Source: an optimization exercise on an open RTL-to-GDS flow (aim: small area). Production flows keep margins and buffers that such runs may drop. Function was checked by simulation only, so behaviour that the tests miss may differ from the original. The flow treats the clock pin as an ideal source, which a real chip does not have.

==> trial 5 <==
==> flow/design.v <==
module BASYS3(CLK,rst,OCP,IPS,IR,COLOR,SQUARE, RESET, ENCOL,ENPWM, CTRLF, CTRLR, CLICK_LEFT, CLICK_RIGHT,
    RED,GRN,BLU,S0,S1,S2,S3, LED, PWMA,PWMB,PWMSERVO, DIR1,DIR2,DIR3,DIR4, RELAY, ENABLE,seg,
    REG_LEDS);
input CLK, rst, OCP, IPS, IR, COLOR,SQUARE, RESET, ENCOL, ENPWM, CTRLF, CTRLR, CLICK_LEFT, CLICK_RIGHT;
output RED,GRN,BLU,S0,S1,S2,S3, PWMA,PWMB,PWMSERVO, RELAY, DIR1,DIR2,DIR3,DIR4;
output [3:0] ENABLE;
output [6:0] seg;
output [6:0] LED;
output [8:0] REG_LEDS;
wire OCSIG = ~OCP;
wire IPSSIG = ~IPS;
reg FOUND, FINISH;
reg [7:0] tb_r;
reg [3:0] tb_h;
reg [6:0] tb_s;
wire tb_rw = (tb_r == 8'd249);
always @(posedge CLK) begin
    if (rst) begin
        tb_r <= 0; tb_h <= 0; tb_s <= 0;
    end else begin
        tb_r <= tb_rw ? 8'd0 : tb_r + 8'd1;
        if (tb_rw) begin
            tb_h <= tb_h + 4'd1;
            tb_s <= (tb_s == 7'd124) ? 7'd0 : tb_s + 7'd1;
        end
    end
end
wire [4:0] tb_m32 = tb_r[4:0] - {tb_h, 1'b0} - {tb_h[2:0], 2'b00};
wire TICK = (tb_m32 == 5'd16);
reg PWM;
always @(posedge CLK) begin
    if (rst | FOUND | FINISH)
        PWM <= 0;
    else
        PWM <= ~tb_h[3] | (tb_h == 4'd8 && tb_r == 8'd0);
end
wire pwm_out = PWM & (ENPWM | CTRLF | CTRLR) & ~OCSIG;
assign PWMA = pwm_out;
assign PWMB = pwm_out;
reg [15:0] oc_d;
reg RELAY;
wire oc_above = (OCSIG & (oc_d == 16'd18310)) | ((oc_d >= 16'd18311) & ~(OCSIG & (&oc_d)));
wire oc_c1 = (oc_d[0] & OCSIG) | (oc_d[0] & oc_above) | (OCSIG & oc_above);
wire [14:0] oc_up = oc_d[15:1] + {14'd0, oc_c1};
always @(posedge CLK) begin
    if (rst) begin
        oc_d <= 0; RELAY <= 0;
    end else begin
        oc_d <= {oc_up, oc_d[0] ^ OCSIG ^ oc_above};
        RELAY <= oc_above;
    end
end
reg [10:0] c_del;     
reg [2:0] c_prev;     
reg c_en;             
wire [2:0] c_out = ~c_en ? 3'd0 : (c_del == 11'd0) ? c_prev + 3'd1 : c_prev;
wire c_wrap = (c_del == 11'h213);    
always @(posedge CLK) begin
    if (rst | ~ENCOL)
        c_del <= 0;
    else
        c_del <= c_wrap ? 11'd0 : {c_del[9:0], ~(c_del[10] ^ c_del[8])};
end
always @(posedge CLK) begin
    if (rst) begin
        c_prev <= 0; c_en <= 0;
    end else begin
        c_prev <= c_out; c_en <= ENCOL;
    end
end
wire ph1 = (c_prev == 3'd1), ph3 = (c_prev == 3'd3), ph5 = (c_prev == 3'd5);
assign RED = ph1;
assign GRN = ph3;
assign BLU = ph5;
assign S0 = ph1 | ph3 | ph5;
assign S1 = 1'b0;
reg S2, S3;
always @(posedge CLK) begin
    if (rst) begin
        S2 <= 0; S3 <= 0;
    end else if (c_out == 3'd1) begin
        S2 <= 0; S3 <= 0;
    end else if (c_out == 3'd3) begin
        S2 <= 1; S3 <= 1;
    end else if (c_out == 3'd5) begin
        S2 <= 0; S3 <= 1;
    end
end
reg R_dig, G_dig, B_dig;
always @(posedge CLK) begin
    if (rst | (c_out == 3'd0)) begin
        R_dig <= 0; G_dig <= 0; B_dig <= 0;
    end else begin
        if (c_out == 3'd1 && COLOR) R_dig <= 1;
        if (c_out == 3'd3 && COLOR) G_dig <= 1;
        if (c_out == 3'd5 && COLOR) B_dig <= 1;
    end
end
reg old_sig;
reg [10:0] cnt_r, cnt_g, cnt_b;
wire edge_sq = SQUARE ^ old_sig;
always @(posedge CLK) old_sig <= SQUARE;
always @(posedge CLK) begin
    if (rst | (c_out == 3'd0)) begin
        cnt_r <= 0; cnt_g <= 0; cnt_b <= 0;
    end else if (edge_sq) begin
        if (c_out == 3'd1) cnt_r <= cnt_r + 11'd1;
        if (c_out == 3'd3) cnt_g <= cnt_g + 11'd1;
        if (c_out == 3'd5) cnt_b <= cnt_b + 11'd1;
    end
end
wire dec_r = (cnt_r > cnt_g) && (cnt_r > cnt_b) && (cnt_r > 11'd1000) && (cnt_g < 11'd800);
wire dec_b = (cnt_b > cnt_g) && (cnt_b > 11'd650);
wire dec_g = (cnt_g > 11'd500) && (cnt_g > cnt_b) && (cnt_r < 11'd1000);
wire ph7 = (c_prev == 3'd7);
wire REDin = ph7 & dec_r & R_dig;
wire BLUin = ph7 & ~dec_r & dec_b & B_dig;
wire GRNin = ph7 & ~dec_r & ~dec_b & dec_g & G_dig;
reg [1:0] FF2, FF3, FF4;
reg [15:0] WAIT;
always @(posedge CLK) begin
    if (rst | ~FOUND) WAIT <= 0;
    else WAIT <= {WAIT[14:0], ~(WAIT[15] ^ WAIT[14] ^ WAIT[12] ^ WAIT[3])};
end
reg [1:0] f1, f2, f3, f4;
reg fo, fi, early;
always @(*) begin
    f1 = {GRNin | BLUin, REDin | BLUin};
    f2 = FF2; f3 = FF3; f4 = FF4; fo = FOUND; fi = FINISH;
    early = (FF4 == 2'd0) & ~FINISH;
    if (RESET) begin
        f1 = 0; f2 = 0; f3 = 0; f4 = 0; fo = 0; fi = 0; early = 1;
    end
    if (early) begin
        if (f1 != f2 && f1 != f3 && f1 != 2'd0) begin
            f4 = f3; f3 = f2; f2 = f1;
        end
    end else begin
        if (f1 == f4 && f1 != 0) begin
            fo = 1;
            if (f2 == 2'd0 && f3 == 2'd0) fi = 1;
            f4 = f3; f3 = f2; f2 = 0;
        end
        if (FOUND ? (WAIT == 16'hf75f) : WAIT[1])
            fo = 0;
    end
end
always @(posedge CLK) begin
    if (rst) begin
        FF2 <= 0; FF3 <= 0; FF4 <= 0; FOUND <= 0; FINISH <= 0;
    end else begin
        FF2 <= f2; FF3 <= f3; FF4 <= f4; FOUND <= fo; FINISH <= fi;
    end
end
function [2:0] onehot;
    input [1:0] c;
    onehot = {c == 2'd1, c == 2'd2, c == 2'd3};
endfunction
assign REG_LEDS = {onehot(FF2), onehot(FF3), onehot(FF4)};
assign LED = {FOUND, FINISH, SQUARE, IR, IPSSIG, OCSIG, COLOR};
reg PWMSERVO;
wire sv_r = FOUND & REDin, sv_g = FOUND & GRNin, sv_b = FOUND & BLUin;
always @(posedge CLK) begin
    if (rst)
        PWMSERVO <= 0;
    else
        PWMSERVO <= (sv_r && (tb_s < 7'd15 || (tb_s == 7'd15 && tb_r < 8'd155)))
                  | (sv_g && (tb_s < 7'd5  || (tb_s == 7'd5  && tb_r < 8'd233)))
                  | (sv_b && (tb_s < 7'd2  || (tb_s == 7'd2  && tb_r < 8'd202)));
end
localparam M_OFF = 3'd0, M_DEF = 3'd1, M_RED = 3'd2, M_GRN = 3'd3, M_BLU = 3'd4, M_HERE = 3'd5;
reg [2:0] mode;
reg [7:0] dg;
always @(posedge CLK) begin
    if (rst) begin
        mode <= M_OFF; dg <= 8'd195;
    end else if (TICK) begin
        dg <= (dg == 8'd195) ? 8'd0 : dg + 8'd1;
        if (FOUND)
            mode <= (REDin | GRNin | BLUin) ? M_HERE : M_DEF;
        else
            mode <= REDin ? M_RED : GRNin ? M_GRN : BLUin ? M_BLU : M_DEF;
    end
end
localparam dash = 7'b0111111;
localparam H=  7'b0001001;
localparam R = 7'b1001110;
localparam E = 7'b0000110;
localparam D = 7'b0100001;
localparam B = 7'b0000011;
localparam L = 7'b1000111;
localparam U = 7'b1000001;
localparam G = 7'b0010000;
localparam N = 7'b1001000;
wire [1:0] quad = (dg <= 8'd49) ? 2'd0 : (dg <= 8'd98) ? 2'd1 : (dg <= 8'd147) ? 2'd2 : 2'd3;
reg [3:0] ENABLE;
reg [6:0] seg;
always @(*) begin
    case (quad)
        2'd0: ENABLE = 4'b0111;
        2'd1: ENABLE = 4'b1011;
        2'd2: ENABLE = 4'b1101;
        default: ENABLE = 4'b1110;
    endcase
    seg = dash;
    case (mode)
        M_OFF: ENABLE = 4'b1111;
        M_RED: case (quad) 2'd0: seg = R; 2'd1: seg = E; 2'd2: seg = D; default: seg = dash; endcase
        M_GRN: case (quad) 2'd0: seg = G; 2'd1: seg = R; 2'd2: seg = N; default: seg = dash; endcase
        M_BLU: case (quad) 2'd0: seg = B; 2'd1: seg = L; 2'd2: seg = U; default: seg = E; endcase
        M_HERE: case (quad) 2'd0: seg = H; 2'd1: seg = E; 2'd2: seg = R; default: seg = E; endcase
        default: ENABLE = 4'b0000;
    endcase
end
reg STARTA, STARTB;
reg [15:0] DDEL;
reg sa, sb;
reg [15:0] dd;
always @(*) begin
    sa = STARTA | IPSSIG | ~CLICK_LEFT;
    sb = STARTB | IR | ~CLICK_RIGHT;
    dd = DDEL + {15'd0, sa | sb};
    if (dd >= 16'd61035) begin
        dd = 0; sa = 0; sb = 0;
    end
end
always @(posedge CLK) begin
    if (rst) begin
        DDEL <= 0; STARTA <= 0; STARTB <= 0;
    end else begin
        DDEL <= dd; STARTA <= sa; STARTB <= sb;
    end
end
reg d1r, d4r;
always @(posedge CLK) begin
    if (rst)
        {d1r, d4r} <= 2'b11;
    else case ({STARTA, STARTB, CTRLF, CTRLR})
        4'b1000: {d1r, d4r} <= (DDEL <= 16'd24414) ? 2'b00 : (DDEL <= 16'd51880) ? 2'b10 : 2'b11;
        4'b1100: {d1r, d4r} <= (DDEL <= 16'd24414) ? 2'b00 : (DDEL <= 16'd51880) ? 2'b01 : 2'b11;
        4'b1001: {d1r, d4r} <= 2'b00;
        4'b0001: {d1r, d4r} <= 2'b00;
        4'b0100: {d1r, d4r} <= (DDEL <= 16'd18311) ? 2'b00 : (DDEL <= 16'd54932) ? 2'b01 : 2'b11;
        default: {d1r, d4r} <= 2'b11;
    endcase
end
assign DIR1 = d1r;
assign DIR2 = ~d1r;
assign DIR3 = ~d4r;
assign DIR4 = d4r;
endmodule
==> flow/flow/run.sh <==
#!/bin/bash
# The standard ORFS layout with area-saving changes:
#  - synthesis mapped for area (flow/synth_area.tcl, flow/area.abc),
#  - minimum-size port buffers,
#  - CTS with clkbuf_4 buffers and no dummy loads; leaf buffers with a slow
#    clock slew are then upsized to clkbuf_8 (flow/clk_fix.tcl).
# Each step's full output goes to its own log file here and under orfs/logs.
set -euo pipefail
cd "$(dirname "$0")/.."
W=$PWD
export AREA_ABC_SCRIPT=$W/flow/area.abc
export CLKFIX_RESULTS=$W/orfs/results/sky130hd/BASYS3/base
ARGS=(BUFFER_PORTS_ARGS="-buffer_cell sky130_fd_sc_hd__buf_1"
      CTS_ARGS="-sink_clustering_enable -repair_clock_nets -dont_use_dummy_load -buf_list sky130_fd_sc_hd__clkbuf_4 -sink_clustering_size 8 -sink_clustering_max_diameter 25")
bash standard.sh synth SYNTH_SCRIPT=$W/flow/synth_area.tcl > $W/flow_synth.log 2>&1
bash standard.sh cts "${ARGS[@]}" > $W/flow_cts.log 2>&1
openroad -no_init -exit $W/flow/clk_fix.tcl > $W/flow_clk_fix.log 2>&1
bash standard.sh finish "${ARGS[@]}" > $W/flow_finish.log 2>&1
==> flow/flow/area.abc <==
strash; &get -n; &fraig -x; &put; scorr; dc2; strash; &get -n; &deepsyn -J 100 -T 600; &synch2; &nf -R 1000; &put; strash; &get -n; &dch -f; &nf -R 1000; &put; strash; &get -n; &dch -f; &nf -R 1000; &put; strash; &get -n; &dch -f; &nf -R 1000; &put; strash; &get -n; &dch -f; &nf -R 1000; &put; topo; mfs3 -ae; 
==> flow/flow/clk_fix.tcl <==
# After CTS: clock-tree leaf buffers whose flip-flop clock pins see a slow
# slew (placement estimate over 115 ps) are upsized from clkbuf_4 to clkbuf_8,
# then the placement is legalized again. Reads and rewrites 4_cts.odb.
set R $::env(CLKFIX_RESULTS)
set P $::env(FLOW_HOME)/platforms/sky130hd
read_db $R/4_cts.odb
read_liberty $P/lib/sky130_fd_sc_hd__tt_025C_1v80.lib
read_sdc $R/4_cts.sdc
source $P/setRC.tcl
set_propagated_clock [all_clocks]
estimate_parasitics -placement
set worst {}
foreach pin [all_registers -clock_pins] {
  set net [get_nets -of_objects $pin]
  set drvpin [get_pins -of_objects $net -filter "direction==output"]
  set d [get_full_name [get_cells -of_objects $drvpin]]
  set s [get_property $pin slew_max]
  if {![dict exists $worst $d] || [dict get $worst $d] < $s} { dict set worst $d $s }
}
set n 0
dict for {d s} $worst {
  set cell [get_cells $d]
  puts "leaf $d [get_property $cell ref_name] slew $s"
  if {$s > 0.115 && [get_property $cell ref_name] eq "sky130_fd_sc_hd__clkbuf_4"} {
    replace_cell $cell sky130_fd_sc_hd__clkbuf_8
    incr n
  }
}
puts "upsized $n clock buffers"
if {$n > 0} {
  detailed_placement
  check_placement -verbose
  estimate_parasitics -placement
  foreach pin [all_registers -clock_pins] {
    set s [get_property $pin slew_max]
    if {$s > 0.115} { puts "still slow: [get_full_name $pin] $s" }
  }
  write_db $R/4_cts.odb
}
==> flow/flow/synth_area.tcl <==
# The standard synthesis (synth_recipe.tcl), mapped for area: full adders are
# not extracted into ha/fa cells and ABC maps with flow/area.abc instead of the
# delay-driven speed script. Registers are mapped exactly as in the standard run.
proc synth {args} { yosys synth -nofsm -noshare {*}$args }
proc extract_fa {args} { puts "extract_fa skipped" }
proc abc {args} {
  set keep {}
  set skip 0
  foreach a $args {
    if {$skip} { set skip 0; continue }
    if {$a eq "-script" || $a eq "-constr" || $a eq "-D"} { set skip 1; continue }
    lappend keep $a
  }
  yosys abc -script $::env(AREA_ABC_SCRIPT) {*}$keep
}
source $::env(SCRIPTS_DIR)/synth.tcl
# left out here: clear keep_hierarchy, flatten, clean up, hide names made inside functions, write 1_2_yosys.v
==> flow/standard.sh <==
#!/bin/bash
# synth_recipe.tcl (not shown) runs the flow's synth.tcl, then flattens the netlist and writes it again
# the make line also repeats each setting of config.mk as NAME=value (left out here)
make -C /OpenROAD-flow-scripts/flow DESIGN_CONFIG=/design/flow/config.mk WORK_HOME=/design/flow/orfs CLKGATE_MAP_FILE= SYNTH_SCRIPT=/design/flow/synth_recipe.tcl "${@:-finish}"
==> flow/config.mk <==
export PLATFORM = sky130hd
export DESIGN_NAME = BASYS3
export DESIGN_NICKNAME = BASYS3
export VERILOG_FILES = /design/flow/design.v
export SDC_FILE = /design/flow/constraint.sdc
export NUM_CORES = 4
export LEC_CHECK = 0
export CAP_MARGIN = 20
export CORE_MARGIN = 2
export CORE_UTILIZATION = 40
export SLEW_MARGIN = 20
==> flow/constraint.sdc <==
create_clock -name core_clock -period 10.0 [get_ports {CLK}]
set_input_delay 2.0000 -clock core_clock [delete_from_list [all_inputs] [get_ports {CLK}]]
set_output_delay 2.0000 -clock core_clock [all_outputs]
set_load 0.01 [all_outputs]
==> build 58 (differences from trial 5) <==
==> flow/design.v, changed modules only <==
module BASYS3(CLK,rst,OCP,IPS,IR,COLOR,SQUARE, RESET, ENCOL,ENPWM, CTRLF, CTRLR, CLICK_LEFT, CLICK_RIGHT,
    RED,GRN,BLU,S0,S1,S2,S3, LED, PWMA,PWMB,PWMSERVO, DIR1,DIR2,DIR3,DIR4, RELAY, ENABLE,seg,
    REG_LEDS);
input CLK, rst, OCP, IPS, IR, COLOR,SQUARE, RESET, ENCOL, ENPWM, CTRLF, CTRLR, CLICK_LEFT, CLICK_RIGHT;
output RED,GRN,BLU,S0,S1,S2,S3, PWMA,PWMB,PWMSERVO, RELAY, DIR1,DIR2,DIR3,DIR4;
output [3:0] ENABLE;
output [6:0] seg;
output [6:0] LED;
output [8:0] REG_LEDS;
wire OCSIG = ~OCP;
wire IPSSIG = ~IPS;
reg FOUND, FINISH;
reg [7:0] tb_r;
reg [3:0] tb_h;
reg [6:0] tb_s;
wire tb_rw = (tb_r == 8'd249);
always @(posedge CLK) begin
    if (rst) begin
        tb_r <= 0; tb_h <= 0; tb_s <= 0;
    end else begin
        tb_r <= tb_rw ? 8'd0 : tb_r + 8'd1;
        if (tb_rw) begin
            tb_h <= tb_h + 4'd1;
            tb_s <= (tb_s == 7'd124) ? 7'd0 : tb_s + 7'd1;
        end
    end
end
wire [4:0] tb_m32 = tb_r[4:0] - {tb_h, 1'b0} - {tb_h[2:0], 2'b00};
wire TICK = (tb_m32 == 5'd16);
reg PWM;
always @(posedge CLK) begin
    if (rst | FOUND | FINISH)
        PWM <= 0;
    else
        PWM <= ~tb_h[3] | (tb_h == 4'd8 && tb_r == 8'd0);
end
wire pwm_out = PWM & (ENPWM | CTRLF | CTRLR) & ~OCSIG;
assign PWMA = pwm_out;
assign PWMB = pwm_out;
reg [15:0] oc_d;
reg RELAY;
wire [15:0] oc_d1 = oc_d + {15'd0, OCSIG};
wire oc_above = (oc_d1 >= 16'd18311);
always @(posedge CLK) begin
    if (rst) begin
        oc_d <= 0; RELAY <= 0;
    end else begin
        oc_d <= oc_d1 + {15'd0, oc_above};
        RELAY <= oc_above;
    end
end
reg [11:0] c_del;
reg [2:0] c_out;
reg [2:0] c_prev;    
wire c_wrap = (c_del == 12'd1830);
always @(posedge CLK) begin
    if (rst | ~ENCOL) begin
        c_del <= 0; c_out <= 0;
    end else begin
        c_del <= c_wrap ? 12'd0 : c_del + 12'd1;
        if (c_wrap) c_out <= c_out + 3'd1;
    end
end
always @(posedge CLK) begin
    if (rst) c_prev <= 0;
    else c_prev <= c_out;
end
wire ph1 = (c_prev == 3'd1), ph3 = (c_prev == 3'd3), ph5 = (c_prev == 3'd5);
assign RED = ph1;
assign GRN = ph3;
assign BLU = ph5;
assign S0 = ph1 | ph3 | ph5;
assign S1 = 1'b0;
reg S2, S3;
always @(posedge CLK) begin
    if (rst) begin
        S2 <= 0; S3 <= 0;
    end else if (c_out == 3'd1) begin
        S2 <= 0; S3 <= 0;
    end else if (c_out == 3'd3) begin
        S2 <= 1; S3 <= 1;
    end else if (c_out == 3'd5) begin
        S2 <= 0; S3 <= 1;
    end
end
reg R_dig, G_dig, B_dig;
always @(posedge CLK) begin
    if (rst | (c_out == 3'd0)) begin
        R_dig <= 0; G_dig <= 0; B_dig <= 0;
    end else begin
        if (c_out == 3'd1 && COLOR) R_dig <= 1;
        if (c_out == 3'd3 && COLOR) G_dig <= 1;
        if (c_out == 3'd5 && COLOR) B_dig <= 1;
    end
end
reg old_sig;
reg [10:0] cnt_r, cnt_g, cnt_b;
wire edge_sq = SQUARE ^ old_sig;
always @(posedge CLK) old_sig <= SQUARE;
always @(posedge CLK) begin
    if (rst | (c_out == 3'd0)) begin
        cnt_r <= 0; cnt_g <= 0; cnt_b <= 0;
    end else if (edge_sq) begin
        if (c_out == 3'd1) cnt_r <= cnt_r + 11'd1;
        if (c_out == 3'd3) cnt_g <= cnt_g + 11'd1;
        if (c_out == 3'd5) cnt_b <= cnt_b + 11'd1;
    end
end
wire dec_r = (cnt_r > cnt_g) && (cnt_r > cnt_b) && (cnt_r > 11'd1000) && (cnt_g < 11'd800);
wire dec_b = (cnt_b > cnt_g) && (cnt_b > 11'd650);
wire dec_g = (cnt_g > 11'd500) && (cnt_g > cnt_b) && (cnt_r < 11'd1000);
wire ph7 = (c_prev == 3'd7);
wire REDin = ph7 & dec_r & R_dig;
wire BLUin = ph7 & ~dec_r & dec_b & B_dig;
wire GRNin = ph7 & ~dec_r & ~dec_b & dec_g & G_dig;
reg [1:0] FF2, FF3, FF4;
reg [2:0] FILL;
reg [15:0] WAIT;
always @(posedge CLK) begin
    if (rst | ~FOUND) WAIT <= 0;
    else WAIT <= WAIT + 16'd1;
end
reg [1:0] f1, f2, f3, f4;
reg [2:0] fl;
reg fo, fi;
always @(*) begin
    f1 = {GRNin | BLUin, REDin | BLUin};
    f2 = FF2; f3 = FF3; f4 = FF4; fl = FILL; fo = FOUND; fi = FINISH;
    if (RESET) begin
        f1 = 0; f2 = 0; f3 = 0; f4 = 0; fl = 0; fo = 0; fi = 0;
    end
    if (fl < 3 && f1 != f2 && f1 != f3 && f1 != f4) begin
        fl = fl + 3'd1;
        f4 = f3; f3 = f2; f2 = f1;
    end else if (fl >= 3) begin
        if (f1 == f4 && f1 != 0) begin
            fo = 1;
            fl = fl + 3'd1;
            f4 = f3; f3 = f2; f2 = 0;
        end
        if (WAIT >= 16'd54932)
            fo = 0;
        if (fl >= 6) begin
            fl = 6;
            fi = 1;
        end
    end
end
always @(posedge CLK) begin
    if (rst) begin
        FF2 <= 0; FF3 <= 0; FF4 <= 0; FILL <= 0; FOUND <= 0; FINISH <= 0;
    end else begin
        FF2 <= f2; FF3 <= f3; FF4 <= f4; FILL <= fl; FOUND <= fo; FINISH <= fi;
    end
end
function [2:0] onehot;
    input [1:0] c;
    onehot = {c == 2'd1, c == 2'd2, c == 2'd3};
endfunction
assign REG_LEDS = {onehot(FF2), onehot(FF3), onehot(FF4)};
assign LED = {FOUND, FINISH, SQUARE, IR, IPSSIG, OCSIG, COLOR};
reg PWMSERVO;
wire sv_r = FOUND & REDin, sv_g = FOUND & GRNin, sv_b = FOUND & BLUin;
always @(posedge CLK) begin
    if (rst)
        PWMSERVO <= 0;
    else
        PWMSERVO <= (sv_r && (tb_s < 7'd15 || (tb_s == 7'd15 && tb_r < 8'd155)))
                  | (sv_g && (tb_s < 7'd5  || (tb_s == 7'd5  && tb_r < 8'd233)))
                  | (sv_b && (tb_s < 7'd2  || (tb_s == 7'd2  && tb_r < 8'd202)));
end
localparam M_OFF = 3'd0, M_DEF = 3'd1, M_RED = 3'd2, M_GRN = 3'd3, M_BLU = 3'd4, M_HERE = 3'd5;
reg [2:0] mode;
reg [7:0] dg;
always @(posedge CLK) begin
    if (rst) begin
        mode <= M_OFF; dg <= 8'd195;
    end else if (TICK) begin
        dg <= (dg == 8'd195) ? 8'd0 : dg + 8'd1;
        if (FOUND)
            mode <= (REDin | GRNin | BLUin) ? M_HERE : M_DEF;
        else
            mode <= REDin ? M_RED : GRNin ? M_GRN : BLUin ? M_BLU : M_DEF;
    end
end
localparam dash = 7'b0111111;
localparam H=  7'b0001001;
localparam R = 7'b1001110;
localparam E = 7'b0000110;
localparam D = 7'b0100001;
localparam B = 7'b0000011;
localparam L = 7'b1000111;
localparam U = 7'b1000001;
localparam G = 7'b0010000;
localparam N = 7'b1001000;
wire [1:0] quad = (dg <= 8'd49) ? 2'd0 : (dg <= 8'd98) ? 2'd1 : (dg <= 8'd147) ? 2'd2 : 2'd3;
reg [3:0] ENABLE;
reg [6:0] seg;
always @(*) begin
    case (quad)
        2'd0: ENABLE = 4'b0111;
        2'd1: ENABLE = 4'b1011;
        2'd2: ENABLE = 4'b1101;
        default: ENABLE = 4'b1110;
    endcase
    seg = dash;
    case (mode)
        M_OFF: ENABLE = 4'b1111;
        M_RED: case (quad) 2'd0: seg = R; 2'd1: seg = E; 2'd2: seg = D; default: seg = dash; endcase
        M_GRN: case (quad) 2'd0: seg = G; 2'd1: seg = R; 2'd2: seg = N; default: seg = dash; endcase
        M_BLU: case (quad) 2'd0: seg = B; 2'd1: seg = L; 2'd2: seg = U; default: seg = E; endcase
        M_HERE: case (quad) 2'd0: seg = H; 2'd1: seg = E; 2'd2: seg = R; default: seg = E; endcase
        default: ENABLE = 4'b0000;
    endcase
end
reg STARTA, STARTB;
reg [15:0] DDEL;
reg sa, sb;
reg [15:0] dd;
always @(*) begin
    sa = STARTA | IPSSIG | ~CLICK_LEFT;
    sb = STARTB | IR | ~CLICK_RIGHT;
    dd = DDEL + {15'd0, sa | sb};
    if (dd >= 16'd61035) begin
        dd = 0; sa = 0; sb = 0;
    end
end
always @(posedge CLK) begin
    if (rst) begin
        DDEL <= 0; STARTA <= 0; STARTB <= 0;
    end else begin
        DDEL <= dd; STARTA <= sa; STARTB <= sb;
    end
end
reg d1r, d4r;
always @(posedge CLK) begin
    if (rst)
        {d1r, d4r} <= 2'b11;
    else case ({STARTA, STARTB, CTRLF, CTRLR})
        4'b1000: {d1r, d4r} <= (DDEL <= 16'd24414) ? 2'b00 : (DDEL <= 16'd51880) ? 2'b10 : 2'b11;
        4'b1100: {d1r, d4r} <= (DDEL <= 16'd24414) ? 2'b00 : (DDEL <= 16'd51880) ? 2'b01 : 2'b11;
        4'b1001: {d1r, d4r} <= 2'b00;
        4'b0001: {d1r, d4r} <= 2'b00;
        4'b0100: {d1r, d4r} <= (DDEL <= 16'd18311) ? 2'b00 : (DDEL <= 16'd54932) ? 2'b01 : 2'b11;
        default: {d1r, d4r} <= 2'b11;
    endcase
end
assign DIR1 = d1r;
assign DIR2 = ~d1r;
assign DIR3 = ~d4r;
assign DIR4 = d4r;
endmodule
==> flow/run.sh (new file) <==
#!/bin/bash
# synth_recipe.tcl (not shown) runs the flow's synth.tcl, then flattens the netlist and writes it again
# the make line also repeats each setting of config.mk as NAME=value (left out here)
make -C /OpenROAD-flow-scripts/flow DESIGN_CONFIG=/design/flow/config.mk WORK_HOME=/design/flow/orfs CLKGATE_MAP_FILE= SYNTH_SCRIPT=/design/flow/synth_recipe.tcl finish
removed: flow/flow/run.sh
removed: flow/flow/area.abc
removed: flow/flow/clk_fix.tcl
removed: flow/flow/synth_area.tcl
removed: flow/standard.sh
==> impl_metrics.env <==
export IMPL_outcome="complete, no violations"
export IMPL_layout_common_cells="165 x nor2_1, 153 x dfxtp_1, 86 x nand2_1, 79 x ha_1, 64 x inv_1"
export IMPL_finish_utilization=0.463
export IMPL_drt_pre_antenna_iters=5
export IMPL_taps=319
export IMPL_yosys_cell_count_top_type="nor2_1"
export IMPL_die_area_sq_mm=0.0247
export IMPL_multi_input_area_sq_mm=0.00587
export IMPL_drtIter0Drc=400
export IMPL_synth_fa_ha_area_frac=0.110
export IMPL_area_delta_synth_final_pct=14.7
export IMPL_n_all_inverters=67
export IMPL_yosysTopAreaCellShare=0.326
export IMPL_vias=7692
export IMPL_syn_mean_instance_area_sq_um=8.25
That was build 58.
==> impl_metrics.env <==
export IMPL_layout_common_cells="147 x dfxtp_1, 98 x nor2_1, 72 x a21oi_1, 68 x nor3_1, 53 x buf_1"
export IMPL_drt_pre_antenna_iters=4
export IMPL_area_delta_synth_final_pct=9.15
export IMPL_yosys_cell_count_top_type="dfxtp_1"
export IMPL_multi_input_area_sq_mm=0.00315
export IMPL_outcome="complete, no violations"
export IMPL_drtIter0Drc=375
export IMPL_die_area_sq_mm=0.0167
That was trial 5.

[re-timing with driven ports]
Ports are ideal in the flow. The routed layouts listed here were re-timed in OpenROAD. Step 1 assumes that a clkbuf_16 drives the clock port and a buf_2 every other input. Step 2 times the ports against the registers' clock, not the clock port: input delays grow and output delays shrink by t, the midpoint of the rising clock arrivals with the driver on. Slacks: ideal / step 1 / step 2; pairs: ideal / step 1.
run | shift t [ns] | setup WS [ns] | hold slack, ns | worst setup path after step 2
trial 5 | 0.542 | 4.590 / 4.602 / 4.061 | 0.446 / 0.446 / 0.446 | input to register
build 58 | 0.466 | 4.703 / 4.671 / 4.371 | 0.455 / 0.455 / 0.455 | input to register
After both steps every run listed still meets setup and hold. The setup slack of trial 5, which loses most, moves by +0.012 ns with the drivers and by -0.529 ns with both steps.
